This design comes from an exercise in tuning for small area, a short achievable clock period and few clock cycles on the open sky130 flow, not from production work.
RTL that was checked went through simulation tests only; none was proved equivalent to the original.
No functional check of the RTL was part of runs 1 to 4.
The clock cells of runs 6 and 7 come from the design's own scripts or RTL, not from TritonCTS.
The flow treats the clock pin as an ideal source. Dropping or thinning the clock tree relies on that and would not hold on a real chip.
No activity file was given, so power comes from the tool's default toggle rates.

### flow/size_io.tcl
set ::sizes {regC* sky130_fd_sc_hd__buf_2 Halted sky130_fd_sc_hd__buf_2 Rd sky130_fd_sc_hd__buf_2 fetch sky130_fd_sc_hd__buf_2 srcC* sky130_fd_sc_hd__buf_4}
# Resize the port buffers of the input-to-output paths in the placed design,
# then legalise the placement again.
set p $::env(FLOW_HOME)/platforms/$::env(FLOW_PLATFORM)
set r orfs/results/$::env(FLOW_PLATFORM)/MU0/base
read_lef $p/lef/sky130_fd_sc_hd.tlef
read_lef $p/lef/sky130_fd_sc_hd_merged.lef
read_liberty $p/lib/sky130_fd_sc_hd__tt_025C_1v80.lib
read_db $r/3_place.odb
read_sdc $r/3_place.sdc
source $p/setRC.tcl
estimate_parasitics -placement
report_checks -path_delay max -group_path_count 5 -format end
# the buffer on a port: the cell its net drives (input) or is driven by (output)
proc size_port {pattern cell} {
  set block [ord::get_db_block]
  foreach bt [$block getBTerms] {
    set name [$bt getName]
    if {![string match $pattern $name]} continue
    set want [expr {[$bt getIoType] eq "OUTPUT" ? "OUTPUT" : "INPUT"}]
    foreach it [[$bt getNet] getITerms] {
      if {[$it getIoType] ne $want} continue
      set inst [[$it getInst] getName]
      puts "$name: $inst [[[$it getInst] getMaster] getName] -> $cell"
      replace_cell [get_cells $inst] $cell
    }
  }
}
foreach {port cell} $::sizes { size_port $port $cell }
estimate_parasitics -placement
report_checks -path_delay max -group_path_count 5 -format end
report_checks -path_delay max
detailed_placement
check_placement -verbose
write_db $r/3_place.odb
### flow/run.sh
#!/bin/bash
# Standard ORFS layout in two parts. Between placement and clock tree
# synthesis, flow/size_io.tcl sizes the port buffers on the paths from the
# inputs straight to the outputs (srcC to regC, Reset and Din to the bus
# controls). Ports are buffered with buf_1 first; timing repair then aims
# at a 5 ns setup margin.
set -euo pipefail
K=("SETUP_SLACK_MARGIN=5.3" "BUFFER_PORTS_ARGS=-buffer_cell sky130_fd_sc_hd__buf_1" "CTS_ARGS=-sink_clustering_enable -repair_clock_nets -dont_use_dummy_load")
bash standard.sh "${K[@]}" place > standard_place.log 2>&1
openroad -no_init -exit flow/size_io.tcl > size_io.log 2>&1
bash standard.sh "${K[@]}" finish > standard_finish.log 2>&1
### constraint.sdc
create_clock -name core_clock -period 10.0 [get_ports {Clk}]
set_input_delay 2.0000 -clock core_clock [delete_from_list [all_inputs] [get_ports {Clk}]]
set_output_delay 2.0000 -clock core_clock [all_outputs]
set_load 0.01 [all_outputs]
### design.v
module add16 (output [15:0] s, input [15:0] a, input [15:0] b, input cin);
wire [15:0] p0 = a ^ b;
wire g0_0 = a[0] & b[0] | p0[0] & cin;
wire g0_1 = a[1] & b[1];
wire g0_2 = a[2] & b[2];
wire g0_3 = a[3] & b[3];
wire g0_4 = a[4] & b[4];
wire g0_5 = a[5] & b[5];
wire g0_6 = a[6] & b[6];
wire g0_7 = a[7] & b[7];
wire g0_8 = a[8] & b[8];
wire g0_9 = a[9] & b[9];
wire g0_10 = a[10] & b[10];
wire g0_11 = a[11] & b[11];
wire g0_12 = a[12] & b[12];
wire g0_13 = a[13] & b[13];
wire g0_14 = a[14] & b[14];
wire g0_15 = a[15] & b[15];
wire g_1_0 = g0_1 | p0[1] & g0_0;
wire g_3_2 = g0_3 | p0[3] & g0_2;
wire p_3_2 = p0[3] & p0[2];
wire g_5_4 = g0_5 | p0[5] & g0_4;
wire p_5_4 = p0[5] & p0[4];
wire g_7_6 = g0_7 | p0[7] & g0_6;
wire p_7_6 = p0[7] & p0[6];
wire g_9_8 = g0_9 | p0[9] & g0_8;
wire p_9_8 = p0[9] & p0[8];
wire g_11_10 = g0_11 | p0[11] & g0_10;
wire p_11_10 = p0[11] & p0[10];
wire g_13_12 = g0_13 | p0[13] & g0_12;
wire p_13_12 = p0[13] & p0[12];
wire g_15_14 = g0_15 | p0[15] & g0_14;
wire p_15_14 = p0[15] & p0[14];
wire g_3_0 = g_3_2 | p_3_2 & g_1_0;
wire g_7_4 = g_7_6 | p_7_6 & g_5_4;
wire p_7_4 = p_7_6 & p_5_4;
wire g_11_8 = g_11_10 | p_11_10 & g_9_8;
wire p_11_8 = p_11_10 & p_9_8;
wire g_15_12 = g_15_14 | p_15_14 & g_13_12;
wire p_15_12 = p_15_14 & p_13_12;
wire g_7_0 = g_7_4 | p_7_4 & g_3_0;
wire g_15_8 = g_15_12 | p_15_12 & g_11_8;
wire p_15_8 = p_15_12 & p_11_8;
wire g_15_0 = g_15_8 | p_15_8 & g_7_0;
wire g_11_0 = g_11_8 | p_11_8 & g_7_0;
wire g_5_0 = g_5_4 | p_5_4 & g_3_0;
wire g_9_0 = g_9_8 | p_9_8 & g_7_0;
wire g_13_0 = g_13_12 | p_13_12 & g_11_0;
wire g_2_0 = g0_2 | p0[2] & g_1_0;
wire g_4_0 = g0_4 | p0[4] & g_3_0;
wire g_6_0 = g0_6 | p0[6] & g_5_0;
wire g_8_0 = g0_8 | p0[8] & g_7_0;
wire g_10_0 = g0_10 | p0[10] & g_9_0;
wire g_12_0 = g0_12 | p0[12] & g_11_0;
wire g_14_0 = g0_14 | p0[14] & g_13_0;
assign s[0] = p0[0] ^ cin;
assign s[1] = p0[1] ^ g0_0;
assign s[2] = p0[2] ^ g_1_0;
assign s[3] = p0[3] ^ g_2_0;
assign s[4] = p0[4] ^ g_3_0;
assign s[5] = p0[5] ^ g_4_0;
assign s[6] = p0[6] ^ g_5_0;
assign s[7] = p0[7] ^ g_6_0;
assign s[8] = p0[8] ^ g_7_0;
assign s[9] = p0[9] ^ g_8_0;
assign s[10] = p0[10] ^ g_9_0;
assign s[11] = p0[11] ^ g_10_0;
assign s[12] = p0[12] ^ g_11_0;
assign s[13] = p0[13] ^ g_12_0;
assign s[14] = p0[14] ^ g_13_0;
assign s[15] = p0[15] ^ g_14_0;
endmodule
module MU0 ( Addr, Dout, Halted, Rd, Wr, cc, fetch, regC, Clk, Din,
     Reset, srcC );
output  Halted, Rd, Wr, fetch;
input  Clk, Reset;
output [11:0]  Addr;
output [1:0]  cc;
output [15:0]  Dout;
output [15:0]  regC;
input [15:0]  Din;
input [1:0]  srcC;
reg  [15:0] acc;
reg  [11:0] pc;      
reg  [11:0] sa;      
reg  [1:0]  op;      
reg         st;      
reg         hlt;     
wire        N = acc[15];
wire        Z = ~|acc;
wire        fc   = ~st & ~hlt;                   
wire [2:0]  f    = Din[14:12];
wire        stp  = &f;
wire        take = f[2] & ~f[0] & (~f[1] | ~Z) |    
               f[2] & ~f[1] & f[0] & ~N;            
wire        is_sta = ~op[1] & op[0];
wire [11:0] pc_n = pc + {11'd0, fc};
wire        en = st & ~is_sta;
wire        ka = ~Reset & (op[1] | ~en);    
wire        kb = ~Reset & en;               
wire [15:0] alu;
add16 u_add (.s(alu), .a(acc & {16{ka}}),
             .b((Din ^ {16{op[0]}}) & {16{kb}}), .cin(op[0] & kb));
always @(posedge Clk or posedge Reset)
  if (Reset) begin
    pc  <= 12'd0;
    st  <= 1'b0;
    hlt <= 1'b0;
  end else begin
    st  <= fc & ~f[2];
    hlt <= hlt | fc & stp;
    pc  <= fc & take ? Din[11:0] : pc_n;
  end
always @(posedge Clk) begin
  acc <= alu;
  sa <= Din[11:0];
  op <= Din[13:12];
end
assign Addr   = st ? sa : pc;
assign Dout   = acc;
assign Rd     = ~Reset & ~hlt & ~(st & is_sta);
assign fetch  = ~Reset & fc;
assign Wr     = st & is_sta;
assign Halted = hlt | ~Reset & fc & stp;
assign cc     = {N, Z};
assign regC   = srcC[1] ? {14'd0, N, Z} :
                srcC[0] ? {4'd0, pc_n} : acc;
endmodule
### config.mk
export PLATFORM = sky130hd
export DESIGN_NAME = MU0
export DESIGN_NICKNAME = MU0
export VERILOG_FILES = /design/flow/design.v
export SDC_FILE = /design/flow/constraint.sdc
export NUM_CORES = 4
export LEC_CHECK = 0
export CAP_MARGIN = 20
export CORE_MARGIN = 2
export CORE_UTILIZATION = 70
export SLEW_MARGIN = 20
### standard.sh
#!/bin/bash
# synth_recipe.tcl (not shown) runs the flow's synth.tcl, then flattens the netlist and writes it again
# the make line also repeats each setting of config.mk as NAME=value (left out here)
make -C /OpenROAD-flow-scripts/flow DESIGN_CONFIG=/design/flow/config.mk WORK_HOME=/design/flow/orfs CLKGATE_MAP_FILE= SYNTH_SCRIPT=/design/flow/synth_recipe.tcl "${@:-finish}"
==> summary.txt, run 1 <==
Hold path
  – Worst Hold Path EP: st
  – Worst min path class: flop to flop
  – Hold Path Origin: hlt
  – Hold path cells: 1

Route
  – Via count: 2190
  – DRC viols: 0
  – Remaining antenna violation count: 0
  – Drt wl/cell: 15.9 um
  – Initial DRC Count: 199
  – Vias per std cell: 5.48
  – Final WL: 6380 um
  – DRT Pass-1 Iters: 4

Clocking
  – Clk root buf: clkbuf_8
  – TritonCTS Buffers: 5
  – Clock Pin Slew Worst Setup and Hold Paths: 0.08 ns
  – Clk sinks: 44
  – Clock Latency Late Sink: 0.30 ns
  – Max clock buf depth: 2
  – Cts hold-fix bufs: 0
  – TritonCTS clock tree: yes
  – Max H-tree Level: 2

Placed design
  – Dpl cells: 394
  – Setup WS pre-CTS: 4.56 ns
  – GP Congestion: 0.894
  – PortBufs: 69
  – Placed wire-length estimate: 4780 um

Yosys
  – Post-synthesis mux area share: 0.0978
  – Seq/Total Area, Yosys: 0.349
  – Main combinational cell family by area after synthesis: simple AND/OR/NAND/NOR gates
  – Synth Area in Compound Gates: 0.0730
  – Post-Synth Simple-Gate Area: 0.170
  – Avg Cell Area, Syn: 9.36 um^2
  – Netlist cell types: 40
  – Post-Syn Area: 0.00273 mm^2
  – Syn nets: 334
  – YS warnings: 1
  – Seq cells post-synth: 44
  – XOR/XNOR Fraction of Synth Area: 0.109
  – Adder-Cell Fraction of Synth Area: 0.130
  – Synthesized instance count: 291

Setup path
  – Max FO, Critical Path: 23
  – Critical Path RT: 8.00 ns
  – R2r setup slk: 6.21 ns
  – Worst setup path class: input port to primary output
  – CP max stage cell: a211oi_2
  – WP data arrival: 2.67 ns
  – Startpoint types: input port
  – Critical Path Sink Type: primary output
  – Startpoint of the worst register-to-register path: op[0]
  – CP peak stage delay: 0.25 ns
  – Reg2reg end: acc[15]
  – Critical Path, Cell by Cell: buf_12, nor2_1, a211oi_2, buf_2
  – R2R depth: 14

Finish
  – Antenna Cells: 0
  – Util after Layout: 0.863
  – Area Growth Syn to Fin: 16.8%
  – Most common cell after layout, fill and taps aside: buf_1
  – Most frequent cells in the layout: buf_1 (45), inv_1 (30), dfxtp_1 (30)
  – Number of nets in the layout: 397
  – Share of layout cells above drive strength 1: 0.190
  – Fin cells: 400

Global route
  – Pin count of the biggest net entering global routing: 24
  – First-pass GRT wire length: 10600 um
  – Initial antenna violation count: 0
  – GRT Total Usage: 0.319
  – Vias in the first global route: 2217
  – Grt total ovfl: 0

Floorplanning
  – Io pins: 70
  – Die area: 0.00441 mm^2
  – Chip height: 66.4 um
  – Initial core utilization: 0.739
  – Core ar.: 0.00369 mm^2
  – Core Rows: 22
  – Die X: 66.4 um

Power and ir drop
  – VDD IR max: 70.1 uV
  – P per Cell Area: 155 mW/mm^2
  – Leak: 1.37 nW

Timing
  – Worst-margin pin slew: 0.999 ns
  – Setup WS post-layout: 5.33 ns
  – Setup violators final: 0
  – Max Slew Vio Count: 0
  – Unrepaired setup endpoints after global routing: true
  – Tcrit/Tclk final: 0.467
  – Max Fclk: 214 MHz
  – Setup TNS: 0 ns
  – Rel. slew slack: 0.333
  – Clk_skew: 0.0202 ns
  – Minimum clock period: 4.67 ns
  – Fin. Hold Viols: 0

Job
  – Max-Cap Viols: 0

Run status
  – Outcome: no timing/DRC/antenna violations
worst max path at each step:
stage / startpoint / endpoint / slack (ns) / cells after the start
floorplan: Reset / acc[15] / 5.30 / 15
global placement: srcC[0] / regC[5] / 4.59 / 4
detailed placement: srcC[0] / regC[5] / 4.56 / 4
CTS: Din[13] / Halted / 5.32 / 4
global route: Reset / acc[15] / 5.23 / 15
finish: srcC[0] / regC[3] / 5.33 / 4
report_power, final:
group / switching [mW] / internal (mW)
Clock: 0.0559 / 0.0451
Combinational: 0.0852 / 0.0700
Sequential: 0.0318 / 0.204
Total: 0.173 / 0.319
cells in the mapped netlist (all sizes together):
cell type  instances  share of area
inv               31          0.043
dfxtp             30           0.22
nor2              26          0.036
xnor2             22          0.071
and2              20          0.046
nand2             17          0.023
dfrtp             14           0.13
ha                14          0.064
mux2              13          0.054
mux2i             12          0.044
xor2              12          0.039
a211oi            10          0.029
fa                 9          0.066
buf                8          0.020
nand3              8          0.015
o21ai              8          0.015
clkbuf             6         0.0083
nor3               5          0.011
a21oi              4         0.0087
nor4               4         0.0092
a21o               2         0.0055
and4               2         0.0069
nand2b             2         0.0046
nor2b              2         0.0046
o21bai             2         0.0055
a221o              1         0.0037
a31oi              1         0.0023
a41oi              1         0.0032
and3               1         0.0023
and3b              1         0.0032
nand4              1         0.0023
nand4b             1         0.0032
nor3b              1         0.0028
registers in the layout, summed over array words and instances (netlist names):
name / cells
pc: 12
acc: 16
hlt: 1
sa: 12
st: 1
op: 2
final cells by class:
cell class	count	area, um^2
inverters	31	120
well taps	48	60.1
multi-input cells	202	1670
flip-flops and latches	44	952
fillers	215	507
clock buffers	5	68.8
repair buffers	70	314
stage by stage:
step | cell area, um^2 | hold slack, ns | total power [mW]
after floorplan | 2790 | 0.480 | 0.339
after global placement | 3020 | 0.525 | 0.382
after detailed placement | 3020 | 0.527 | 0.390
after CTS | 3150 | 0.534 | 0.492
after global routing | 3180 | 0.596 | 0.517
final | 3180 | 0.526 | 0.492
kinds of logic (layout without fill, tap and decap cells):
family                   after synthesis  in the layout
AND/OR/NAND/NOR                       91             91
buffers and inverters                 45            106
flip-flops                            44             44
XOR/XNOR                              34             34
AO/OA/AOI/OAI                         29             29
multiplexers                          25             25
adder cells (fa/ha/maj)               23             23
timing repair:
action                     in CTS  in global routing
setup buffers                   1                  0
resized for setup               5                 11
setup endpoints to repair      23                 16
pin swaps                       0                  1
worst max-delay path, delay by kind of cell:
family | cells | cell delay (ns)
buffers and inverters | 2 | 0.33
AND/OR/NAND/NOR | 1 | 0.09
AO/OA/AOI/OAI | 1 | 0.25
layer usage:
layer / vias up / routed length [um] / global-route usage / part of all wire
li1: 1076 / - / - / -
met1: 1032 / 2840 / 0.421 / 0.44
met2: 69 / 3110 / 0.540 / 0.49
met3: 13 / 313 / 0.0409 / 0.049
met4: 0 / 124 / 0.102 / 0.019
met5: - / 0 / 0 / 0
==> run 2, diff against run 1 <==
--- a/flow/run.sh
+++ b/flow/run.sh
@@ -5,7 +5,7 @@
 # controls). Ports are buffered with buf_1 first; timing repair then aims
 # at a 5 ns setup margin.
 set -euo pipefail
-K=("SETUP_SLACK_MARGIN=5.3" "BUFFER_PORTS_ARGS=-buffer_cell sky130_fd_sc_hd__buf_1" "CTS_ARGS=-sink_clustering_enable -repair_clock_nets -dont_use_dummy_load")
+K=("SETUP_SLACK_MARGIN=5.6" "BUFFER_PORTS_ARGS=-buffer_cell sky130_fd_sc_hd__buf_1" "CTS_ARGS=-sink_clustering_enable -repair_clock_nets -dont_use_dummy_load")
 bash standard.sh "${K[@]}" place > standard_place.log 2>&1
 openroad -no_init -exit flow/size_io.tcl > size_io.log 2>&1
 bash standard.sh "${K[@]}" finish > standard_finish.log 2>&1
==> summary.txt, run 2 <==
Floorplanning
  – Core Rows: 22 (unchanged)
  – Chip height: 66.4 um (unchanged)
  – Io pins: 70 (unchanged)
  – Die X: 66.4 um (unchanged)
  – Initial core utilization: 0.739 (unchanged)

Yosys
  – YS warnings: 1 (unchanged)
  – Syn nets: 334 (unchanged)
  – Most instantiated cells after synthesis: inv_1 (31), dfxtp_1 (30), nor2_1 (26), xnor2_1 (22), and2_1 (20) (unchanged)
  – Asr flop ratio synth: 0.318 (unchanged)
  – Area share of the largest cell type after synthesis: 0.220 (unchanged)
  – Synth area leaders: dfxtp_1 (22%), dfrtp_1 (13%), xnor2_1 (7.1%), fa_1 (6.6%), ha_1 (6.4%) (unchanged)
  – Seq cells post-synth: 44 (unchanged)
  – Post-synth EDFFs: 0 (unchanged)
  – Seq/Total Area, Yosys: 0.349 (unchanged)
  – Main synth FF type: dfxtp_1 (unchanged)
  – Post-Syn Area: 0.00273 mm^2 (unchanged)
  – Most common cell in the synthesized netlist: inv_1 (unchanged)
  – Synthesized instance count: 291 (unchanged)
  – Netlist cell types: 40 (unchanged)
  – Avg Cell Area, Syn: 9.36 um^2 (unchanged)
  – Yosys top cell by area: dfxtp_1 (unchanged)

Clocking
  – Clk root buf: clkbuf_8 (unchanged)
  – Max H-tree Level: 2 (unchanged)
  – Max clock buf depth: 2 (unchanged)
  – TritonCTS Buffers: 5 (unchanged)
  – Cts hold-fix bufs: 0 (unchanged)
  – Clk sinks: 44 (unchanged)

Placed design
  – GP Congestion: 0.821 (was 0.894)
  – PortBufs: 69 (unchanged)
  – Placed wire-length estimate: 4960 um (was 4780 um)

Run status
  – First error: [ERROR GRT-0232] Routing congestion too high. Check the congestion heatmap in the GUI.
  – Last stage: global routing (5_1_grt)
  – Outcome: stopped before the end (was no timing/DRC/antenna violations)

Global route
  – Pin count of the biggest net entering global routing: 22
  – GRT Total Usage: 0.891
  – Grt total ovfl: 232

Timing
  – WEP type: top-level output
  – GR repair worst EP: regC[13]
run 2: worst min path at each step:
stage	startpoint	end	slack, ns
detailed placement	hlt	st	0.55
floorplan	hlt	st	0.48
global placement	hlt	st	0.52
CTS	hlt	st	0.56
run 2: power groups by stage:
stage               clock (mW)  combinational, mW  sequential (mW)
floorplan                    0              0.125            0.229
global placement             0              0.160            0.236
detailed placement           0              0.165            0.239
CTS                      0.101              0.178            0.235
run 2: metal layers:
metal,overflow,global-route usage
met1,1,0.802
met2,148,1.15
met3,1,0.617
met4,82,1.10
met5,0,0.181
run 2: what timing repair did:
item                       CTS
setup buffers                4
pin swaps                   12
setup endpoints to repair   31
gates resized for setup     38
gates cloned                 2
run 2: stage by stage:
stage          setup WS, ns  instances  area [um^2]  total power [mW]  hold WS [ns]
2_1_floorplan          5.38        291         2960             0.354         0.480
3_3_place_gp           4.80        395         3150             0.397         0.518
3_5_place_dp           4.77        395         3150             0.403         0.555
4_1_cts                5.39        406         3470             0.514         0.562
run 2: cells by family after synthesis:
family,after synthesis,synth area share
simple gates,91,0.170
xor+xnor,34,0.109
compound gates,29,0.0730
mux,25,0.0978
fa+ha+maj,23,0.130
buf+inv,45,0.0707
flops,44,0.349
==> run 3, diff against run 2 <==
--- a/flow/run.sh
+++ b/flow/run.sh
@@ -5,7 +5,7 @@
 # controls). Ports are buffered with buf_1 first; timing repair then aims
 # at a 5 ns setup margin.
 set -euo pipefail
-K=("SETUP_SLACK_MARGIN=5.6" "BUFFER_PORTS_ARGS=-buffer_cell sky130_fd_sc_hd__buf_1" "CTS_ARGS=-sink_clustering_enable -repair_clock_nets -dont_use_dummy_load")
+K=("SETUP_SLACK_MARGIN=5.3" "BUFFER_PORTS_ARGS=-buffer_cell sky130_fd_sc_hd__buf_1" "CTS_ARGS=-sink_clustering_enable -repair_clock_nets -dont_use_dummy_load -sink_clustering_size 50 -sink_clustering_max_diameter 1000 -buf_list sky130_fd_sc_hd__clkbuf_8 -root_buf sky130_fd_sc_hd__clkbuf_8")
 bash standard.sh "${K[@]}" place > standard_place.log 2>&1
 openroad -no_init -exit flow/size_io.tcl > size_io.log 2>&1
 bash standard.sh "${K[@]}" finish > standard_finish.log 2>&1
==> summary.txt, run 3 <==
Run status
  – Outcome: no timing/DRC/antenna violations (was stopped before the end)

Clocking
  – Max clock buf depth: 2 (unchanged)
  – Max H-tree Level: 2 (unchanged)
  – TritonCTS Buffers: 5 (unchanged)
  – Clk sinks: 44 (unchanged)
  – Clk root buf: clkbuf_8 (unchanged)
  – TritonCTS clock tree: yes
  – Clock Latency Late Sink: 0.30 ns
  – Cts hold-fix bufs: 0 (unchanged)
  – Clock Pin Slew Worst Setup and Hold Paths: 0.08 ns

Yosys
  – Avg Cell Area, Syn: 9.36 um^2 (unchanged)
  – Post-Syn Area: 0.00273 mm^2 (unchanged)
  – Main synth FF type: dfxtp_1 (unchanged)
  – Most common cell in the synthesized netlist: inv_1 (unchanged)
  – Netlist cell types: 40 (unchanged)
  – Yosys top cell by area: dfxtp_1 (unchanged)
  – Syn nets: 334 (unchanged)
  – Seq cells post-synth: 44 (unchanged)
  – Post-synth EDFFs: 0 (unchanged)
  – Seq/Total Area, Yosys: 0.349 (unchanged)
  – Synthesized instance count: 291 (unchanged)
  – Asr flop ratio synth: 0.318 (unchanged)
  – Area share of the largest cell type after synthesis: 0.220 (unchanged)
  – YS warnings: 1 (unchanged)
  – Synth area leaders: dfxtp_1 (22%), dfrtp_1 (13%), xnor2_1 (7.1%), fa_1 (6.6%), ha_1 (6.4%) (unchanged)
  – Most instantiated cells after synthesis: inv_1 (31), dfxtp_1 (30), nor2_1 (26), xnor2_1 (22), and2_1 (20) (unchanged)

Timing
  – Max Slew Vio Count: 0
  – Minimum clock period: 4.67 ns
  – Rel. slew slack: 0.333
  – Worst-margin pin slew: 0.999 ns
  – Setup violators final: 0
  – Max Fclk: 214 MHz
  – Setup TNS: 0 ns
  – Fin. Hold Viols: 0
  – Tcrit/Tclk final: 0.467
  – Unrepaired setup endpoints after global routing: true
  – Clk_skew: 0.0202 ns

Finish
  – Number of nets in the layout: 397
  – Number of flip-flops in the largest register: 16
  – Fillers: 215
  – Fin cells: 400
  – Most common cell after layout, fill and taps aside: buf_1
  – Area Growth Syn to Fin: 16.8%
  – Most frequent cells in the layout: buf_1 (45), inv_1 (30), dfxtp_1 (30)
  – Largest regs: acc (16), pc (12), sa (12)
  – Share of layout cells above drive strength 1: 0.190
  – Top reg by flops: acc
  – Antenna Cells: 0

Power and ir drop
  – Comb pwr share: 0.315
  – P per Cell Area: 155 mW/mm^2
  – Clock power share: 0.205
  – Seq pwr share: 0.479
  – VDD IR max: 70.1 uV
  – Net Sw Frac: 0.351
  – Pint: 0.319 mW
  – P_sw: 0.173 mW
  – Leak: 1.37 nW

Global route
  – First-pass GRT wire length: 10600 um
  – GRT Total Usage: 0.319
  – Pin count of the biggest net entering global routing: 24
  – Grt total ovfl: 0
  – Initial antenna violation count: 0
  – Vias in the first global route: 2217

Hold path
  – Worst min path class: flop to flop

Route
  – Final WL: 6380 um
  – Remaining antenna violation count: 0
  – Initial DRC Count: 199
  – DRT Pass-1 Iters: 4
  – Drt wl/cell: 15.9 um
  – Vias per std cell: 5.48
  – Via count: 2190
  – DRC viols: 0

Placed design
  – Dpl cells: 394 (was 395)
  – PortBufs: 69 (unchanged)
  – Placed wire-length estimate: 4780 um (was 4960 um)
  – GP Congestion: 0.894 (was 0.821)

Floorplanning
  – Core Rows: 22 (unchanged)
  – Initial core utilization: 0.739 (unchanged)
  – Die X: 66.4 um (unchanged)
  – Io pins: 70 (unchanged)
  – Core ar.: 0.00369 mm^2
  – Die area: 0.00441 mm^2
  – Chip height: 66.4 um (unchanged)

Setup path
  – Max FO, Critical Path: 23
  – CP peak stage delay: 0.25 ns
  – WP data arrival: 2.67 ns
  – Critical Path Sink Type: primary output
  – Startpoint types: input port
  – Critical Path, Cell by Cell: buf_12, nor2_1, a211oi_2, buf_2
  – Worst setup path class: input port to primary output
  – CP max stage cell: a211oi_2
  – Critical Path RT: 8.00 ns

Job
  – Max-Cap Viols: 0
[run 3: cell families after synthesis]
| logic type | after synthesis | synth area share |
|---|---|---|
| and+or+nand+nor | 91 | 0.170 |
| buffers and inverters | 45 | 0.0707 |
| DFF | 44 | 0.349 |
| xor gates and xnor gates | 34 | 0.109 |
| AOI/OAI and AO/OA | 29 | 0.0730 |
| muxes | 25 | 0.0978 |
| adders and majority gates | 23 | 0.130 |
[run 3: path summary, 6_finish.rpt]
kind | from | endpoint | slack [ns] | depth (start not counted)
min | hlt | st | 0.53 | 1
min reg2reg | hlt | st | 0.53 | 1
min in group asynchronous | Reset | pc[6] | 1.82 | 3
max reg2reg | op[0] | acc[15] | 6.21 | 14
max | srcC[0] | regC[3] | 5.33 | 4
max in group asynchronous | Reset | st | 7.98 | 3
[run 3: area by class of cell]
cell class              count  area [um^2]  area share
multi-input cells         202         1670       0.524
flip-flops and latches     44          952       0.299
repair buffers             70          314      0.0987
inverters                  31          120      0.0378
clock buffers               5         68.8      0.0216
well taps                  48         60.1      0.0189
[run 3: routing by layer]
| layer | vias up | part of all wire | wire length (um) | GRT usage |
|---|---|---|---|---|
| met3 | 13 | 0.049 | 313 | 0.0409 |
| met4 | 0 | 0.019 | 124 | 0.102 |
| met1 | 1032 | 0.44 | 2840 | 0.421 |
| met2 | 69 | 0.49 | 3110 | 0.540 |
| met5 | - | 0 | 0 | 0 |
| li1 | 1076 | - | - | - |
[run 3: stage by stage]
step | hold slack (ns) | power [mW] | worst slack [ns] | utilization | cell area (um^2)
floorplan | 0.480 | 0.339 | 5.30 | - | 2790
global placement | 0.525 | 0.382 | 4.59 | 0.820 | 3020
detailed placement | 0.527 | 0.390 | 4.56 | 0.820 | 3020
CTS | 0.534 | 0.492 | 5.32 | 0.853 | 3150
global route | 0.596 | 0.517 | 5.23 | 0.863 | 3180
finish | 0.526 | 0.492 | 5.33 | 0.863 | 3180
[run 3: timing repair]
item	CTS	global route
setup buffers	1	0
pin swaps	0	1
setup endpoints to repair	23	16
resized for setup	5	11
[run 3: worst max-delay path: cells and delay by family]
| family | cells | cell delay (ns) |
|---|---|---|
| buf+inv | 2 | 0.33 |
| compound gates | 1 | 0.25 |
| simple gates | 1 | 0.09 |
[run 3: power by group through the flow]
stage / Sequential [mW] / Combinational, mW / Clock, mW
floorplan: 0.229 / 0.110 / 0
global placement: 0.237 / 0.145 / 0
detailed placement: 0.239 / 0.150 / 0
CTS: 0.236 / 0.155 / 0.101
global route: 0.239 / 0.170 / 0.108
finish: 0.236 / 0.155 / 0.101
==> run 4, diff against run 3 <==
==> flow/run.sh (replaced) <==
#!/bin/bash
# Standard ORFS layout in two parts. Between placement and clock tree
# synthesis, flow/size_io.tcl sizes the port buffers on the paths from the
# inputs straight to the outputs (srcC to regC, Reset and Din to the bus
# controls). Ports are buffered with buf_1 first; timing repair then aims
# at a 5 ns setup margin.
set -euo pipefail
K=("SETUP_SLACK_MARGIN=5.3" "BUFFER_PORTS_ARGS=-buffer_cell sky130_fd_sc_hd__buf_1" "CTS_ARGS=-sink_clustering_enable -repair_clock_nets -dont_use_dummy_load -buf_list sky130_fd_sc_hd__clkbuf_16 -root_buf sky130_fd_sc_hd__clkbuf_16")
bash standard.sh "${K[@]}" place > standard_place.log 2>&1
openroad -no_init -exit flow/size_io.tcl > size_io.log 2>&1
bash standard.sh "${K[@]}" finish > standard_finish.log 2>&1
==> summary.txt, run 4 <==
Run status
  – Outcome: no timing/DRC/antenna violations (unchanged)

Setup path
  – Reg2reg end: acc[15] (unchanged)
  – Critical Path Sink Type: primary output (unchanged)
  – Startpoint types: input port (unchanged)
  – Critical Path RT: 8.00 ns (about the same)
  – R2r setup slk: 6.19 ns (was 6.21 ns)
  – R2R depth: 14 (unchanged)
  – WP data arrival: 2.66 ns (was 2.67 ns)
  – Startpoint of the worst register-to-register path: op[0] (unchanged)
  – Crit path from: srcC[0] (unchanged)
  – Worst setup path class: input port to primary output (unchanged)
  – Max FO, Critical Path: 23 (unchanged)

Yosys
  – Post-Syn Area: 0.00273 mm^2 (unchanged)
  – Post-Synth Simple-Gate Area: 0.170 (unchanged)
  – Area share of the largest cell type after synthesis: 0.220 (unchanged)
  – Seq cells post-synth: 44 (unchanged)
  – Synth Area in Compound Gates: 0.0730 (unchanged)
  – Yosys top cell by area: dfxtp_1 (unchanged)
  – Netlist cell types: 40 (unchanged)
  – Post-synthesis mux area share: 0.0978 (unchanged)
  – Seq/Total Area, Yosys: 0.349 (unchanged)
  – YS warnings: 1 (unchanged)
  – Most instantiated cells after synthesis: inv_1 (31), dfxtp_1 (30), nor2_1 (26), xnor2_1 (22), and2_1 (20) (unchanged)
  – Post-synth EDFFs: 0 (unchanged)
  – Main synth FF type: dfxtp_1 (unchanged)
  – Avg Cell Area, Syn: 9.36 um^2 (unchanged)
  – Most common cell in the synthesized netlist: inv_1 (unchanged)
  – Synthesized instance count: 291 (unchanged)
  – XOR/XNOR Fraction of Synth Area: 0.109 (unchanged)
  – Adder-Cell Fraction of Synth Area: 0.130 (unchanged)
  – Syn nets: 334 (unchanged)
  – Synth area leaders: dfxtp_1 (22%), dfrtp_1 (13%), xnor2_1 (7.1%), fa_1 (6.6%), ha_1 (6.4%) (unchanged)
  – Asr flop ratio synth: 0.318 (unchanged)
  – Main combinational cell family by area after synthesis: simple AND/OR/NAND/NOR gates (unchanged)

Power and ir drop
  – Comb pwr share: 0.296 (was 0.315)
  – Leak: 1.42 nW (was 1.37 nW)
  – Clock power share: 0.272 (was 0.205)
  – Pint: 0.364 mW (was 0.319 mW)
  – Seq pwr share: 0.432 (was 0.479)
  – Net Sw Frac: 0.339 (was 0.351)
  – P per Cell Area: 169 mW/mm^2 (was 155 mW/mm^2)
  – VDD IR max: 81.1 uV (was 70.1 uV)
  – P_sw: 0.187 mW (was 0.173 mW)

Route
  – DRC viols: 0 (unchanged)
  – Initial DRC Count: 211 (was 199)
  – Via count: 2378 (was 2190)
  – Remaining antenna violation count: 0 (unchanged)
  – Drt wl/cell: 18.0 um (was 15.9 um)
  – Final WL: 7270 um (was 6380 um)
  – Vias per std cell: 5.87 (was 5.48)
  – DRT Pass-1 Iters: 5 (was 4)

Timing
  – Max Slew Vio Count: 0 (unchanged)
  – Setup violators final: 0 (unchanged)
  – Setup TNS: 0 ns (unchanged)
  – Max Fclk: 214 MHz (about the same)
  – Minimum clock period: 4.66 ns (was 4.67 ns)
  – Rel. slew slack: 0.295 (was 0.333)
  – Tcrit/Tclk final: 0.466 (was 0.467)
  – Clk_skew: 0.0122 ns (was 0.0202 ns)
  – Unrepaired setup endpoints after global routing: true (unchanged)
  – Worst-margin pin slew: 1.06 ns (was 0.999 ns)
  – Fin. Hold Viols: 0 (unchanged)

Floorplanning
  – Io pins: 70 (unchanged)
  – Core ar.: 0.00369 mm^2 (unchanged)
  – Core Rows: 22 (unchanged)
  – Initial core utilization: 0.739 (unchanged)
  – Die X: 66.4 um (unchanged)
  – Die area: 0.00441 mm^2 (unchanged)
  – Chip height: 66.4 um (unchanged)

Global route
  – First-pass GRT wire length: 11200 um (was 10600 um)
  – GRT Total Usage: 0.345 (was 0.319)
  – Pin count of the biggest net entering global routing: 24 (unchanged)
  – Vias in the first global route: 2285 (was 2217)
  – Initial antenna violation count: 0 (unchanged)
  – Grt total ovfl: 0 (unchanged)

Hold path
  – Worst Hold Path EP: st (unchanged)
  – Hold path cells: 1 (unchanged)
  – Worst min path class: flop to flop (unchanged)
  – Hold Path Origin: hlt (unchanged)

Clocking
  – Clock Pin Slew Worst Setup and Hold Paths: 0.06 ns (was 0.08 ns)
  – TritonCTS Buffers: 5 (unchanged)
  – Clk sinks: 44 (unchanged)
  – Max clock buf depth: 2 (unchanged)
  – Cts hold-fix bufs: 0 (unchanged)
  – Max H-tree Level: 2 (unchanged)
  – Clock Latency Late Sink: 0.29 ns (was 0.30 ns)
  – TritonCTS clock tree: yes (unchanged)
  – Clk root buf: clkbuf_16 (was clkbuf_8)

Finish
  – Number of flip-flops in the largest register: 16 (unchanged)
  – Number of nets in the layout: 402 (was 397)
  – Top reg by flops: acc (unchanged)
  – Most frequent cells in the layout: buf_1 (44), inv_1 (30), dfxtp_1 (30) (was buf_1 (45), inv_1 (30), dfxtp_1 (30))
  – Largest regs: acc (16), pc (12), sa (12) (unchanged)
  – Most common cell after layout, fill and taps aside: buf_1 (unchanged)
  – Share of layout cells above drive strength 1: 0.199 (was 0.190)
  – Antenna Cells: 0 (unchanged)
  – Fillers: 191 (was 215)
  – Multi-input combinational cell area: 0.00166 mm^2 (was 0.00167 mm^2)
  – Fin cells: 405 (was 400)
  – Area Growth Syn to Fin: 19.8% (was 16.8%)
  – Register Area: 952 um^2 (unchanged)

Placed design
  – Dpl cells: 394 (unchanged)
  – PortBufs: 69 (unchanged)
  – Placed wire-length estimate: 4780 um (unchanged)
  – GP Congestion: 0.894 (unchanged)

Job
  – Max-Cap Viols: 0 (unchanged)
-- run 4: repair_timing --
| item | in CTS | in global routing |
|---|---|---|
| resized for setup | 6 | 9 |
| endpoints found under the setup margin | 26 | 20 |
| pin swaps | 0 | 3 |
| setup buffers | 1 | 5 |
-- run 4: logic make-up (layout without fill, tap and decap cells) --
logic type	after synthesis	in the layout
fa+ha+maj	23	23
simple gates	91	91
mux	25	25
compound gates	29	29
flops	44	44
buf+inv	45	111
xor+xnor	34	34
-- run 4: cell type report --
type	count	share of cell area
clock buffers	5	0.0383
inverters	31	0.0368
multi-input cells	202	0.508
flip-flops and latches	44	0.292
well taps	48	0.0184
repair buffers	75	0.107
-- run 4: how the worst max path moves through the flow --
stage	to	slack, ns	depth (start not counted)
after floorplan	acc[15]	5.30	15
after global placement	regC[5]	4.59	4
after detailed placement	regC[5]	4.56	4
after CTS	acc[10]	5.31	12
after global routing	acc[15]	5.24	15
final	regC[5]	5.34	4
-- run 4: power groups by stage --
stage | Clock, mW | Sequential, mW | Combinational (mW)
floorplan | 0 | 0.229 | 0.110
global placement | 0 | 0.237 | 0.145
detailed placement | 0 | 0.239 | 0.150
CTS | 0.149 | 0.237 | 0.158
global route | 0.156 | 0.240 | 0.176
finish | 0.150 | 0.238 | 0.163
-- run 4: per-stage QoR --
stage	area, um^2	total power [mW]	setup slack (ns)	hold WS (ns)	utilization
global route	3270	0.572	5.24	0.592	0.885
finish	3270	0.551	5.34	0.516	0.885
global placement	3020	0.382	4.59	0.525	0.820
detailed placement	3020	0.390	4.56	0.527	0.820
floorplan	2790	0.339	5.30	0.480	-
CTS	3200	0.544	5.31	0.522	0.868
-- run 4: critical path, stage by stage --
cell and delay, ns:
buf_8 0.17, nor2_1 0.08, a211oi_2 0.23, buf_2 0.17
-- run 4: metal layers --
| metal | vias to the layer above | track usage | part of all wire |
|---|---|---|---|
| li1 | 1095 | - | - |
| met1 | 1114 | 0.434 | 0.39 |
| met2 | 136 | 0.583 | 0.49 |
| met3 | 33 | 0.0579 | 0.079 |
| met4 | 0 | 0.145 | 0.043 |
| met5 | - | 0 | 0 |
==> run 5, diff against run 4 <==
--- a/design.v
+++ b/design.v
@@ -86,6 +86,7 @@
 reg  [1:0]  op;      
 reg         st;      
 reg         hlt;     
+reg         rq;      
 wire        N = acc[15];
 wire        Z = ~|acc;
 wire        fc   = ~st & ~hlt;                   
@@ -96,11 +97,17 @@
 wire        is_sta = ~op[1] & op[0];
 wire [11:0] pc_n = pc + {11'd0, fc};
 wire        en = st & ~is_sta;
-wire        ka = ~Reset & (op[1] | ~en);    
-wire        kb = ~Reset & en;               
+wire        ka = ~rq & (op[1] | ~en);       
+wire        kb = en;                        
+wire        b1 = kb & ~op[0], b0 = kb & op[0];
+wire [15:0] bop;
+genvar i;
+generate for (i = 0; i < 16; i = i + 1) begin : bsel
+  assign bop[i] = Din[i] ? b1 : b0;
+end endgenerate
 wire [15:0] alu;
 add16 u_add (.s(alu), .a(acc & {16{ka}}),
-             .b((Din ^ {16{op[0]}}) & {16{kb}}), .cin(op[0] & kb));
+             .b(bop), .cin(op[0] & kb));
 always @(posedge Clk or posedge Reset)
   if (Reset) begin
     pc  <= 12'd0;
@@ -111,6 +118,9 @@
     hlt <= hlt | fc & stp;
     pc  <= fc & take ? Din[11:0] : pc_n;
   end
+always @(posedge Clk or posedge Reset)
+  if (Reset) rq <= 1'b1;
+  else       rq <= 1'b0;
 always @(posedge Clk) begin
   acc <= alu;
   sa <= Din[11:0];
==> flow/run.sh (replaced) <==
#!/bin/bash
# Standard ORFS layout in two parts. Between placement and clock tree
# synthesis, flow/size_io.tcl sizes the port buffers on the paths from the
# inputs straight to the outputs (srcC to regC, Reset and Din to the bus
# controls). Ports are buffered with buf_1 first; timing repair then aims
# at a 5 ns setup margin.
set -euo pipefail
K=("SETUP_SLACK_MARGIN=5.3" "BUFFER_PORTS_ARGS=-buffer_cell sky130_fd_sc_hd__buf_1" "CTS_ARGS=-sink_clustering_enable -repair_clock_nets -dont_use_dummy_load")
bash standard.sh "${K[@]}" place > standard_place.log 2>&1
openroad -no_init -exit flow/size_io.tcl > size_io.log 2>&1
bash standard.sh "${K[@]}" finish > standard_finish.log 2>&1
==> summary.txt, run 5 <==
Finish
  – Antenna Cells: 0 (unchanged)
  – Most common cell after layout, fill and taps aside: buf_1 (unchanged)
  – Number of nets in the layout: 398 (was 402)
  – Share of layout cells above drive strength 1: 0.176 (was 0.199)
  – Most frequent cells in the layout: buf_1 (45), inv_1 (31), nand2_1 (30), dfxtp_1 (30), o21ai_0 (20) (was buf_1 (44), inv_1 (30), dfxtp_1 (30))
  – Area Growth Syn to Fin: 16.4% (was 19.8%)
  – Fin cells: 401 (was 405)
  – Fillers: 240 (was 191)
  – Number of flip-flops in the largest register: 16 (unchanged)
  – Top reg by flops: acc (unchanged)
  – Largest regs: acc (16), pc (12), sa (12) (unchanged)

Global route
  – Initial antenna violation count: 0 (unchanged)
  – First-pass GRT wire length: 9960 um (was 11200 um)
  – Vias in the first global route: 2048 (was 2285)
  – Grt total ovfl: 0 (unchanged)
  – GRT Total Usage: 0.308 (was 0.345)
  – Pin count of the biggest net entering global routing: 24 (unchanged)

Floorplanning
  – Core Rows: 22 (unchanged)
  – Initial core utilization: 0.727 (was 0.739)
  – Chip height: 65.7 um (was 66.4 um)
  – Io pins: 70 (unchanged)
  – Die X: 65.7 um (was 66.4 um)
  – Die area: 0.00431 mm^2 (was 0.00441 mm^2)
  – Core ar.: 0.00366 mm^2 (was 0.00369 mm^2)

Yosys
  – Most common cell in the synthesized netlist: inv_1 (unchanged)
  – Area share of the largest cell type after synthesis: 0.226 (was 0.220)
  – Post-Syn Area: 0.00266 mm^2 (was 0.00273 mm^2)
  – Syn nets: 335 (was 334)
  – Post-Synth Simple-Gate Area: 0.164 (was 0.170)
  – Post-synth EDFFs: 0 (unchanged)
  – Netlist cell types: 38 (was 40)
  – Synthesized instance count: 292 (was 291)
  – Seq/Total Area, Yosys: 0.367 (was 0.349)
  – Synth area leaders: dfxtp_1 (23%), dfrtp_1 (13%), fa_1 (6.8%), ha_1 (6.6%), mux2_2 (5.5%) (was dfxtp_1 (22%), dfrtp_1 (13%), xnor2_1 (7.1%), fa_1 (6.6%), ha_1 (6.4%))
  – Yosys top cell by area: dfxtp_1 (unchanged)
  – Seq cells post-synth: 45 (was 44)
  – Avg Cell Area, Syn: 9.11 um^2 (was 9.36 um^2)
  – Most instantiated cells after synthesis: inv_1 (31), dfxtp_1 (30), nand2_1 (30), o21ai_0 (20), nor2_1 (19) (was inv_1 (31), dfxtp_1 (30), nor2_1 (26), xnor2_1 (22), and2_1 (20))
  – Synth Area in Compound Gates: 0.103 (was 0.0730)
  – Post-synthesis mux area share: 0.100 (was 0.0978)
  – Asr flop ratio synth: 0.333 (was 0.318)
  – Main combinational cell family by area after synthesis: simple AND/OR/NAND/NOR gates (unchanged)
  – XOR/XNOR Fraction of Synth Area: 0.0592 (was 0.109)
  – Main synth FF type: dfxtp_1 (unchanged)
  – YS warnings: 1 (unchanged)
  – Adder-Cell Fraction of Synth Area: 0.134 (was 0.130)

Setup path
  – Reg2reg end: acc[14] (was acc[15])
  – Startpoint of the worst register-to-register path: st (was op[0])
  – Max FO, Critical Path: 15 (was 23)
  – Worst setup path class: input port to primary output (unchanged)
  – Startpoint types: input port (unchanged)
  – Critical Path, Cell by Cell: buf_4, nor2_4, and2_1, buf_2 (was buf_8, nor2_1, a211oi_2, buf_2)
  – CP peak stage delay: 0.19 ns (was 0.23 ns)
  – WP data arrival: 2.62 ns (was 2.66 ns)
  – R2R depth: 13 (was 14)
  – Critical Path Sink Type: primary output (unchanged)
  – CP max stage cell: buf_4 (was a211oi_2)
  – Critical Path RT: 8.00 ns (about the same)
  – R2r setup slk: 5.88 ns (was 6.19 ns)

Route
  – Vias per std cell: 5.65 (was 5.87)
  – Drt wl/cell: 15.3 um (was 18.0 um)
  – Via count: 2266 (was 2378)
  – DRC viols: 0 (unchanged)
  – Remaining antenna violation count: 0 (unchanged)
  – Final WL: 6120 um (was 7270 um)
  – Initial DRC Count: 158 (was 211)
  – DRT Pass-1 Iters: 4 (was 5)

Placed design
  – GP Congestion: 0.870 (was 0.894)
  – Placed wire-length estimate: 4750 um (was 4780 um)
  – Dpl cells: 396 (was 394)
  – PortBufs: 69 (unchanged)

Clocking
  – Max H-tree Level: 2 (unchanged)
  – TritonCTS clock tree: yes (unchanged)
  – TritonCTS Buffers: 5 (unchanged)
  – Max clock buf depth: 2 (unchanged)
  – Clk sinks: 45 (was 44)
  – Post-CTS setup buffer count: 0 (was 1)
  – Clock Latency Late Sink: 0.31 ns (was 0.29 ns)
  – Clock Pin Slew Worst Setup and Hold Paths: 0.07 ns (was 0.06 ns)
  – Clk root buf: clkbuf_8 (was clkbuf_16)

Timing
  – Tcrit/Tclk final: 0.462 (was 0.466)
  – Minimum clock period: 4.62 ns (was 4.66 ns)
  – Clk_skew: 0.0193 ns (was 0.0122 ns)
  – Hold Slack: 0.550 ns (was 0.516 ns)
  – Max Slew Vio Count: 0 (unchanged)
  – Max Fclk: 217 MHz (was 214 MHz)
  – Setup TNS: 0 ns (unchanged)
  – Setup violators final: 0 (unchanged)
  – Rel. slew slack: 0.572 (was 0.295)
  – Unrepaired setup endpoints after global routing: true (unchanged)
  – Fin. Hold Viols: 0 (unchanged)
  – Worst-margin pin slew: 0.639 ns (was 1.06 ns)

Hold path
  – Hold Path Origin: hlt (unchanged)
  – Worst Hold Path EP: st (unchanged)
  – Worst min path class: flop to flop (unchanged)
  – Hold path cells: 1 (unchanged)

Power and ir drop
  – Leak: 1.36 nW (was 1.42 nW)
  – P per Cell Area: 159 mW/mm^2 (was 169 mW/mm^2)
  – VDD IR max: 88.7 uV (was 81.1 uV)

Run status
  – Outcome: no timing/DRC/antenna violations (unchanged)

Job
  – Max-Cap Viols: 0 (unchanged)
-- run 5: worst max path at each step --
stage,endpoint,cells past startpoint,from
after global placement,regC[11],4,srcC[0]
after global routing,regC[10],8,st
after detailed placement,regC[13],4,srcC[0]
after floorplan,regC[10],3,srcC[0]
after CTS,Halted,4,Din[13]
final,regC[14],4,srcC[1]
-- run 5: critical path, delay by kind of cell --
kind	cells	cell delay [ns]
and+or+nand+nor	2	0.28
buffers and inverters	2	0.33
-- run 5: layout make-up --
cell class | count | area [um^2] | area share
Multi-Input combinational cell | 202 | 1560 | 0.503
Sequential cell | 45 | 978 | 0.316
Timing Repair Buffer | 70 | 314 | 0.101
Inverter | 31 | 116 | 0.0376
Clock buffer | 5 | 68.8 | 0.0222
Tap cell | 48 | 60.1 | 0.0194
-- run 5: cell families (layout without fill, tap and decap cells) --
| kind of cell | Yosys count | after routing |
|---|---|---|
| compound gates | 46 | 46 |
| xor+xnor | 18 | 18 |
| fa+ha+maj | 23 | 23 |
| buf+inv | 45 | 106 |
| flops | 45 | 45 |
| mux | 25 | 25 |
| other cells | 1 | 1 |
| simple gates | 89 | 89 |
-- run 5: metrics by stage --
stage | setup WS [ns] | instance area, um^2 | total power [mW] | util
after floorplan | 5.37 | 2720 | 0.342 | -
after global placement | 4.62 | 2960 | 0.385 | 0.810
after detailed placement | 4.58 | 2960 | 0.391 | 0.810
after CTS | 5.31 | 3070 | 0.493 | 0.839
after global routing | 5.28 | 3100 | 0.523 | 0.846
final | 5.38 | 3100 | 0.494 | 0.846
-- run 5: repair_timing --
item,4_1_cts,5_1_grt
hold buffers,0,0
endpoints found under the setup margin,14,12
pin swaps,0,0
endpoints found under the hold margin,0,0
resized for setup,3,8
-- run 5: metal layers --
| layer | wire length, um | GRT usage | part of all wire | vias to the layer above |
|---|---|---|---|---|
| li1 | - | - | - | 1095 |
| met1 | 2660 | 0.414 | 0.43 | 1084 |
| met2 | 3030 | 0.485 | 0.50 | 71 |
| met3 | 298 | 0.0736 | 0.049 | 16 |
| met4 | 135 | 0.107 | 0.022 | 0 |
| met5 | 0 | 0 | 0 | - |
-- run 5: power breakdown --
part           internal, mW  total [mW]  switching, mW  leakage (nW)
registers             0.209       0.239         0.0306         0.416
clock network        0.0451       0.102         0.0571        0.0359
logic                0.0685       0.152         0.0836         0.906
Testbench counts of run 5, summed over its fixed seeds: cycles 63,547.
==> run 6, diff against run 5 <==
==> flow/run.sh (replaced) <==
#!/bin/bash
# Standard ORFS layout in three parts:
#  1. synthesis and placement; flow/size_io.tcl then sizes the port buffers
#     on the paths from the inputs straight to the outputs (srcC to regC,
#     Reset and Din to the bus controls);
#  2. clock tree synthesis; flow/clock_tree.tcl then replaces the tree with
#     one clock buffer that drives every flip-flop;
#  3. routing and the rest.
# Ports are buffered with buf_1; timing repair aims at a 5.3 ns setup margin.
set -euo pipefail
K=("SETUP_SLACK_MARGIN=5.3" "BUFFER_PORTS_ARGS=-buffer_cell sky130_fd_sc_hd__buf_1" "CTS_ARGS=-sink_clustering_enable -repair_clock_nets -dont_use_dummy_load")
bash standard.sh "${K[@]}" place > standard_place.log 2>&1
openroad -no_init -exit flow/size_io.tcl > size_io.log 2>&1
bash standard.sh "${K[@]}" cts > standard_cts.log 2>&1
FLOW_CLOCK_PORT=Clk CLOCK_BUF=${CLOCK_BUF:-sky130_fd_sc_hd__clkbuf_16} CLOCK_NBUF=${CLOCK_NBUF:-2} openroad -no_init -exit flow/clock_tree.tcl > clock_tree.log 2>&1
bash standard.sh "${K[@]}" finish > standard_finish.log 2>&1
==> flow/clock_tree.tcl (new file) <==
# Replace the clock tree that CTS built with CLOCK_NBUF clock buffers
# (CLOCK_BUF), each driving one cluster of the flip-flops and placed at its
# centre, all driven by the clock port; then legalise.
set p $::env(FLOW_HOME)/platforms/$::env(FLOW_PLATFORM)
set r orfs/results/$::env(FLOW_PLATFORM)/MU0/base
read_lef $p/lef/sky130_fd_sc_hd.tlef
read_lef $p/lef/sky130_fd_sc_hd_merged.lef
read_liberty $p/lib/sky130_fd_sc_hd__tt_025C_1v80.lib
read_db $r/4_cts.odb
read_sdc $r/4_cts.sdc
source $p/setRC.tcl
set_propagated_clock [all_clocks]
estimate_parasitics -placement
report_clock_skew
report_checks -path_delay max -group_path_count 3 -format end

set db [ord::get_db]
set block [ord::get_db_block]
set clk [$block findNet $::env(FLOW_CLOCK_PORT)]
# the flip-flop clock pins, and the cells between them and the clock port
set sinks {}
set tree {}
proc walk {net} {
  foreach it [$net getITerms] {
    if {[$it isOutputSignal]} continue
    set inst [$it getInst]
    set m [[$inst getMaster] getName]
    if {[string match "*clkbuf*" $m] || [string match "*clkinv*" $m] || [string match "*bufinv*" $m]} {
      lappend ::tree $inst
      foreach o [$inst getITerms] {
        if {[$o isOutputSignal] && [$o getNet] ne "NULL"} { walk [$o getNet] }
      }
    } else {
      lappend ::sinks $it
    }
  }
}
walk $clk
puts "clock tree cells: [llength $tree], sinks: [llength $sinks]"
foreach it $sinks {
  if {![string match "*df*" [[[$it getInst] getMaster] getName]]} { error "unexpected clock sink [[$it getInst] getName]" }
}
set nets {}
foreach inst $tree {
  foreach o [$inst getITerms] {
    if {[$o isOutputSignal] && [$o getNet] ne "NULL"} { lappend nets [$o getNet] }
  }
}
foreach it $sinks { $it disconnect }
foreach inst $tree { odb::dbInst_destroy $inst }
foreach n $nets { odb::dbNet_destroy $n }

set master [$db findMaster $::env(CLOCK_BUF)]
set k $::env(CLOCK_NBUF)
# sink positions
set pts {}
foreach it $sinks {
  set b [[$it getInst] getBBox]
  lappend pts [list [expr {([$b xMin] + [$b xMax]) / 2.0}] [expr {([$b yMin] + [$b yMax]) / 2.0}]]
}
# k-means, started from sinks spread along x
set order [lsort -real -index 0 [lmap q $pts {set q}]]
set cent {}
for {set c 0} {$c < $k} {incr c} {
  lappend cent [lindex $order [expr {int(($c + 0.5) * [llength $order] / $k)}]]
}
for {set iter 0} {$iter < 50} {incr iter} {
  set asg {}
  foreach q $pts {
    set best 0; set bd 1e30
    for {set c 0} {$c < $k} {incr c} {
      set d [expr {abs([lindex $q 0] - [lindex $cent $c 0]) + abs([lindex $q 1] - [lindex $cent $c 1])}]
      if {$d < $bd} { set bd $d; set best $c }
    }
    lappend asg $best
  }
  set new {}
  for {set c 0} {$c < $k} {incr c} {
    set sx 0; set sy 0; set n 0
    foreach q $pts a $asg { if {$a == $c} { set sx [expr {$sx + [lindex $q 0]}]; set sy [expr {$sy + [lindex $q 1]}]; incr n } }
    if {$n == 0} { lappend new [lindex $cent $c] } else { lappend new [list [expr {$sx / $n}] [expr {$sy / $n}]] }
  }
  set cent $new
}
for {set c 0} {$c < $k} {incr c} {
  set buf [odb::dbInst_create $block $master clkbuf_root_$c]
  set net [odb::dbNet_create $block clknet_root_$c]
  $net setSigType CLOCK
  [$buf findITerm A] connect $clk
  [$buf findITerm X] connect $net
  set n 0
  foreach it $sinks a $asg { if {$a == $c} { $it connect $net; incr n } }
  puts "clock buffer $c: $n flip-flops at [lindex $cent $c]"
  $buf setLocation [expr {int([lindex $cent $c 0])}] [expr {int([lindex $cent $c 1])}]
  $buf setPlacementStatus PLACED
}
detailed_placement
check_placement -verbose
estimate_parasitics -placement
report_clock_skew
report_checks -path_delay max -group_path_count 3 -format end
report_check_types -max_slew -max_capacitance -violators
write_db $r/4_cts.odb
==> summary.txt, run 6 <==
Route
  – Vias per std cell: 5.69 (was 5.65)
  – DRC viols: 0 (unchanged)
  – Remaining antenna violation count: 0 (unchanged)
  – Via count: 2263 (was 2266)
  – Initial DRC Count: 166 (was 158)
  – DRT Pass-1 Iters: 4 (unchanged)
  – Final WL: 6260 um (was 6120 um)
  – Drt wl/cell: 15.7 um (was 15.3 um)

Floorplanning
  – Core ar.: 0.00366 mm^2 (unchanged)
  – Core Rows: 22 (unchanged)
  – Chip height: 65.7 um (unchanged)
  – Die X: 65.7 um (unchanged)
  – Initial core utilization: 0.727 (unchanged)
  – Die area: 0.00431 mm^2 (unchanged)
  – Io pins: 70 (unchanged)

Power and ir drop
  – VDD IR max: 104 uV (was 88.7 uV)
  – Leak: 1.35 nW (was 1.36 nW)
  – Total Power: 0.476 mW (was 0.494 mW)
  – P per Cell Area: 154 mW/mm^2 (was 159 mW/mm^2)

Finish
  – Register Area: 978 um^2 (unchanged)
  – Util after Layout: 0.843 (was 0.846)
  – Top reg by flops: acc (unchanged)
  – Multi-input combinational cell area: 0.00157 mm^2 (was 0.00156 mm^2)
  – Area Growth Syn to Fin: 16.0% (was 16.4%)
  – Fillers: 241 (was 240)
  – Number of nets in the layout: 395 (was 398)
  – Antenna Cells: 0 (unchanged)
  – Number of flip-flops in the largest register: 16 (unchanged)
  – Most common cell after layout, fill and taps aside: buf_1 (unchanged)
  – Share of layout cells above drive strength 1: 0.169 (was 0.176)
  – Most frequent cells in the layout: buf_1 (45), inv_1 (31), nand2_1 (30), dfxtp_1 (30), o21ai_0 (20) (unchanged)
  – Largest regs: acc (16), pc (12), sa (12) (unchanged)

Global route
  – GRT Total Usage: 0.302 (was 0.308)
  – Vias in the first global route: 2055 (was 2048)
  – Grt total ovfl: 0 (unchanged)
  – Pin count of the biggest net entering global routing: 29 (was 24)
  – Initial antenna violation count: 0 (unchanged)
  – First-pass GRT wire length: 10000 um (was 9960 um)

Timing
  – Rel. slew slack: 0.572 (about the same)
  – Setup WS post-layout: 5.36 ns (was 5.38 ns)
  – Tcrit/Tclk final: 0.464 (was 0.462)
  – Hold Slack: 0.549 ns (was 0.550 ns)
  – Setup violators final: 0 (unchanged)
  – Unrepaired setup endpoints after global routing: false (was true)
  – Worst-margin pin slew: 0.639 ns (about the same)
  – Fin. Hold Viols: 0 (unchanged)
  – Max Fclk: 216 MHz (was 217 MHz)
  – Clk_skew: 0.0215 ns (was 0.0193 ns)
  – Setup TNS: 0 ns (unchanged)
  – Minimum clock period: 4.64 ns (was 4.62 ns)
  – Max Slew Vio Count: 0 (unchanged)

Hold path
  – Worst Hold Path EP: st (unchanged)
  – Hold Path Origin: hlt (unchanged)
  – Hold path cells: 1 (unchanged)
  – Worst min path class: flop to flop (unchanged)

Yosys
  – Syn nets: 335 (unchanged)
  – Area share of the largest cell type after synthesis: 0.226 (unchanged)
  – YS warnings: 1 (unchanged)
  – Main synth FF type: dfxtp_1 (unchanged)
  – Asr flop ratio synth: 0.333 (unchanged)
  – Netlist cell types: 38 (unchanged)
  – Synth area leaders: dfxtp_1 (23%), dfrtp_1 (13%), fa_1 (6.8%), ha_1 (6.6%), mux2_2 (5.5%) (unchanged)
  – Seq/Total Area, Yosys: 0.367 (unchanged)
  – Post-Syn Area: 0.00266 mm^2 (unchanged)
  – Yosys top cell by area: dfxtp_1 (unchanged)
  – Post-synth EDFFs: 0 (unchanged)
  – Most instantiated cells after synthesis: inv_1 (31), dfxtp_1 (30), nand2_1 (30), o21ai_0 (20), nor2_1 (19) (unchanged)
  – Synthesized instance count: 292 (unchanged)
  – Most common cell in the synthesized netlist: inv_1 (unchanged)
  – Seq cells post-synth: 45 (unchanged)
  – Avg Cell Area, Syn: 9.11 um^2 (unchanged)

Placed design
  – Placed wire-length estimate: 4750 um (unchanged)
  – PortBufs: 69 (unchanged)
  – Setup WS pre-CTS: 4.58 ns (unchanged)
  – GP Congestion: 0.870 (unchanged)

Setup path
  – Startpoint of the worst register-to-register path: st (unchanged)
  – R2r setup slk: 5.82 ns (was 5.88 ns)
  – Startpoint types: input port (unchanged)
  – CP max stage cell: a211oi_2 (was buf_4)
  – WP data arrival: 2.64 ns (was 2.62 ns)
  – Reg2reg end: acc[14] (unchanged)
  – Worst setup path class: input port to primary output (unchanged)
  – R2R depth: 13 (unchanged)
  – CP Buf/Inv Count: 2 (unchanged)
  – Max FO, Critical Path: 23 (was 15)
  – Critical Path, Cell by Cell: buf_12, nor2_1, a211oi_2, buf_2 (was buf_4, nor2_4, and2_1, buf_2)
  – Critical Path Sink Type: primary output (unchanged)
  – CP peak stage delay: 0.24 ns (was 0.19 ns)
  – Critical Path RT: 8.00 ns (about the same)
  – Family with the most delay on the worst path: buffers and inverters (unchanged)

Clocking
  – Cts hold-fix bufs: 0 (unchanged)
  – Clk sinks: 45 (unchanged)
  – Post-CTS setup buffer count: 0 (unchanged)
  – Clock Latency Late Sink: 0.16 ns (was 0.31 ns)
  – Clock Pin Slew Worst Setup and Hold Paths: 0.10 ns (was 0.07 ns)

Run status
  – Outcome: no timing/DRC/antenna violations (unchanged)

Job
  – Max-Cap Viols: 0 (unchanged)
## run 6: changes by cell type in the layout (fill, tap and decap cells not counted)
cell / change
clkbuf_8: -5
clkbuf_16: +2
o31ai_2: -1
o31ai_4: +1
## run 6: per-layer routing
metal	wire length, um	track usage	vias up	share of wire
met5	0	0	-	0
met4	131	0.0833	0	0.021
met3	331	0.0445	16	0.053
met2	3160	0.496	69	0.50
met1	2640	0.416	1087	0.42
li1	-	-	1091	-
## run 6: area by class of cell
| class | instances | area share |
|---|---|---|
| buffer | 2 | 0.0162 |
| tap | 48 | 0.0195 |
| sequential | 45 | 0.317 |
| timing repair buffer | 70 | 0.102 |
| multi-input combinational | 202 | 0.508 |
| inverter | 31 | 0.0377 |
## run 6: repair_timing
action / 4_1_cts / 5_1_grt
gates resized for setup: 3 / 9
endpoints found under the setup margin: 14 / 13
gates cloned: 0 / 0
pin swaps: 0 / 0
## run 6: cell families (layout without fill, tap and decap cells)
| logic type | after synthesis | count (layout) | share of synthesized area |
|---|---|---|---|
| adders and majority gates | 23 | 23 | 0.134 |
| DFF | 45 | 45 | 0.367 |
| muxes | 25 | 25 | 0.100 |
| other | 1 | 1 | 0.00141 |
| AOI/OAI and AO/OA | 46 | 46 | 0.103 |
| buffers and inverters | 45 | 103 | 0.0715 |
| and+or+nand+nor | 89 | 89 | 0.164 |
| xor gates and xnor gates | 18 | 18 | 0.0592 |
## run 6: worst register-to-register path, stage by stage, from the launching register on
cell and delay (ns):
dfrtp_2 0.62, nor2b_2 0.63, a21oi_2 0.32, and2_1 0.28, fa_1 0.39, inv_1 0.08
fa_1 0.20, inv_1 0.05, a21o_1 0.15, a21oi_1 0.40, o31ai_4 0.17, a41oi_1 0.32
fa_1 0.46, inv_1 0.06
## run 6: how the worst max path moves through the flow
| stage | from | end | slack, ns | depth (start not counted) |
|---|---|---|---|---|
| final | srcC[0] | regC[4] | 5.36 | 4 |
| after global routing | srcC[0] | regC[5] | 5.33 | 4 |
| after CTS | Din[13] | Halted | 5.31 | 4 |
| after detailed placement | srcC[0] | regC[13] | 4.58 | 4 |
| after global placement | srcC[0] | regC[11] | 4.62 | 4 |
| after floorplan | srcC[0] | regC[10] | 5.37 | 3 |
## run 6: through the flow
step / instance area (um^2) / cells
5_1_grt: 3090 / 398
3_5_place_dp: 2960 / 396
4_1_cts: 3070 / 401
3_3_place_gp: 2960 / 396
2_1_floorplan: 2720 / 292
6_report: 3090 / 398
## run 6: where the power goes
part           switching (mW)  internal, mW  total (mW)
Combinational          0.0846        0.0685       0.153
Clock                  0.0465        0.0367      0.0832
Sequential             0.0313         0.209       0.240
Total                   0.162         0.314       0.476
==> run 7, diff against run 6 <==
--- a/flow/run.sh
+++ b/flow/run.sh
@@ -12,5 +12,5 @@
 bash standard.sh "${K[@]}" place > standard_place.log 2>&1
 openroad -no_init -exit flow/size_io.tcl > size_io.log 2>&1
 bash standard.sh "${K[@]}" cts > standard_cts.log 2>&1
-FLOW_CLOCK_PORT=Clk CLOCK_BUF=${CLOCK_BUF:-sky130_fd_sc_hd__clkbuf_16} CLOCK_NBUF=${CLOCK_NBUF:-2} openroad -no_init -exit flow/clock_tree.tcl > clock_tree.log 2>&1
+FLOW_CLOCK_PORT=Clk CLOCK_BUF=${CLOCK_BUF:-sky130_fd_sc_hd__clkbuf_8} CLOCK_NBUF=${CLOCK_NBUF:-3} openroad -no_init -exit flow/clock_tree.tcl > clock_tree.log 2>&1
 bash standard.sh "${K[@]}" finish > standard_finish.log 2>&1
==> summary.txt, run 7 <==
Finish
  – Largest regs: acc (16), pc (12), sa (12) (unchanged)
  – Top reg by flops: acc (unchanged)
  – Most common cell after layout, fill and taps aside: buf_1 (unchanged)
  – Multi-input combinational cell area: 0.00157 mm^2 (unchanged)
  – Antenna Cells: 0 (unchanged)

Setup path
  – CP max stage cell: a211oi_2 (unchanged)
  – Worst setup path class: input port to primary output (unchanged)
  – CP peak stage delay: 0.24 ns (about the same)
  – WP data arrival: 2.65 ns (was 2.64 ns)
  – Startpoint of the worst register-to-register path: st (unchanged)
  – Crit path from: srcC[0] (unchanged)
  – CP Buf/Inv Count: 2 (unchanged)
  – Startpoint types: input port (unchanged)

Power and ir drop
  – Leak: 1.34 nW (was 1.35 nW)
  – Seq pwr share: 0.514 (was 0.504)
  – P per Cell Area: 152 mW/mm^2 (was 154 mW/mm^2)
  – Pint: 0.305 mW (was 0.314 mW)
  – VDD IR max: 93.6 uV (was 104 uV)
  – Comb pwr share: 0.327 (was 0.321)

Route
  – Met1 wire length: 2560 um (was 2640 um)
  – Routed wl met2: 3170 um (was 3160 um)
  – Uppermost routed layer: met4 (unchanged)
  – Final WL: 6250 um (was 6260 um)
  – Remaining antenna violation count: 0 (unchanged)
  – Metal3 WL: 395 um (was 331 um)
  – Drt wl/cell: 15.7 um (about the same)
  – Via count: 2269 (was 2263)
  – DRT Pass-1 Iters: 4 (unchanged)

Timing
  – Clk_skew: 0.00964 ns (was 0.0215 ns)
  – Tcrit/Tclk final: 0.465 (was 0.464)
  – Fin. Hold Viols: 0 (unchanged)
  – Setup violators final: 0 (unchanged)

Run status
  – Outcome: no timing/DRC/antenna violations (unchanged)

Yosys
  – Seq cells post-synth: 45 (unchanged)
  – Most common cell in the synthesized netlist: inv_1 (unchanged)
  – Syn nets: 335 (unchanged)
  – Yosys top cell by area: dfxtp_1 (unchanged)
  – Post-synth EDFFs: 0 (unchanged)
  – Netlist cell types: 38 (unchanged)
  – Avg Cell Area, Syn: 9.11 um^2 (unchanged)

Floorplanning
  – Die X: 65.7 um (unchanged)

Job
  – Max-Cap Viols: 0 (unchanged)

Placed design
  – PortBufs: 69 (unchanged)
  – Placed wire-length estimate: 4750 um (unchanged)

Global route
  – GRT Total Usage: 0.310 (was 0.302)
  – Vias in the first global route: 2064 (was 2055)

Clocking
  – Cts hold-fix bufs: 0 (unchanged)
  – Resize count post-CTS: 3 (unchanged)

Hold path
  – Worst min path class: flop to flop (unchanged)
## run 7: cell count changes in the layout (fill, tap and decap cells not counted), sizes merged
cell    previous run  this run
clkbuf             5         6
## run 7: stage by stage
step           setup slack, ns  std cells  hold slack (ns)  cell area, um^2
6_report                  5.35        399            0.546             3080
2_1_floorplan             5.37        292            0.480             2720
3_3_place_gp              4.62        396            0.524             2960
5_1_grt                   5.32        399            0.574             3080
4_1_cts                   5.31        401            0.555             3070
3_5_place_dp              4.58        396            0.547             2960
## run 7: worst paths after layout
kind | endpoint | slack (ns) | depth (start not counted)
setup / recovery | regC[11] | 5.35 | 4
max in group asynchronous | st | 7.66 | 2
setup reg to reg | acc[14] | 5.87 | 13
hold / removal | st | 0.55 | 1
min in group asynchronous | pc[11] | 1.93 | 2
hold reg to reg | st | 0.55 | 1
## run 7: metal layers
layer  up-vias  track usage
met4         0       0.0938
met5         -            0
met3        14       0.0668
met2        98        0.501
li1       1086            -
met1      1071        0.417
## run 7: cell families (layout without fill, tap and decap cells)
kind of cell | count (synthesis) | after routing | share of synthesized area
XOR/XNOR | 18 | 18 | 0.0592
AND/OR/NAND/NOR | 89 | 89 | 0.164
AO/OA/AOI/OAI | 46 | 46 | 0.103
adder cells (fa/ha/maj) | 23 | 23 | 0.134
buffers and inverters | 45 | 104 | 0.0715
multiplexers | 25 | 25 | 0.100
flip-flops | 45 | 45 | 0.367
other | 1 | 1 | 0.00141
## run 7: power by group through the flow
stage	logic [mW]	clock network (mW)	registers, mW
floorplan	0.107	0	0.235
global placement	0.145	0	0.241
detailed placement	0.148	0	0.243
CTS	0.151	0.103	0.239
global route	0.167	0.0809	0.245
finish	0.153	0.0741	0.240
## run 7: final cells by class
class                   instances  share of cell area
multi-input cells             202               0.509
well taps                      48              0.0195
inverters                      31              0.0378
flip-flops and latches         45               0.318
plain buffers                   3              0.0134
repair buffers                 70               0.102

Re-timed with assumed drivers on the ports (clkbuf_16 on the clock, buf_2 on other inputs), run 7 has 5.268 ns of setup slack against 5.346 ns with ideal ports, and 5.268 ns once port delays also move by the mid clock arrival of 0.201 ns.
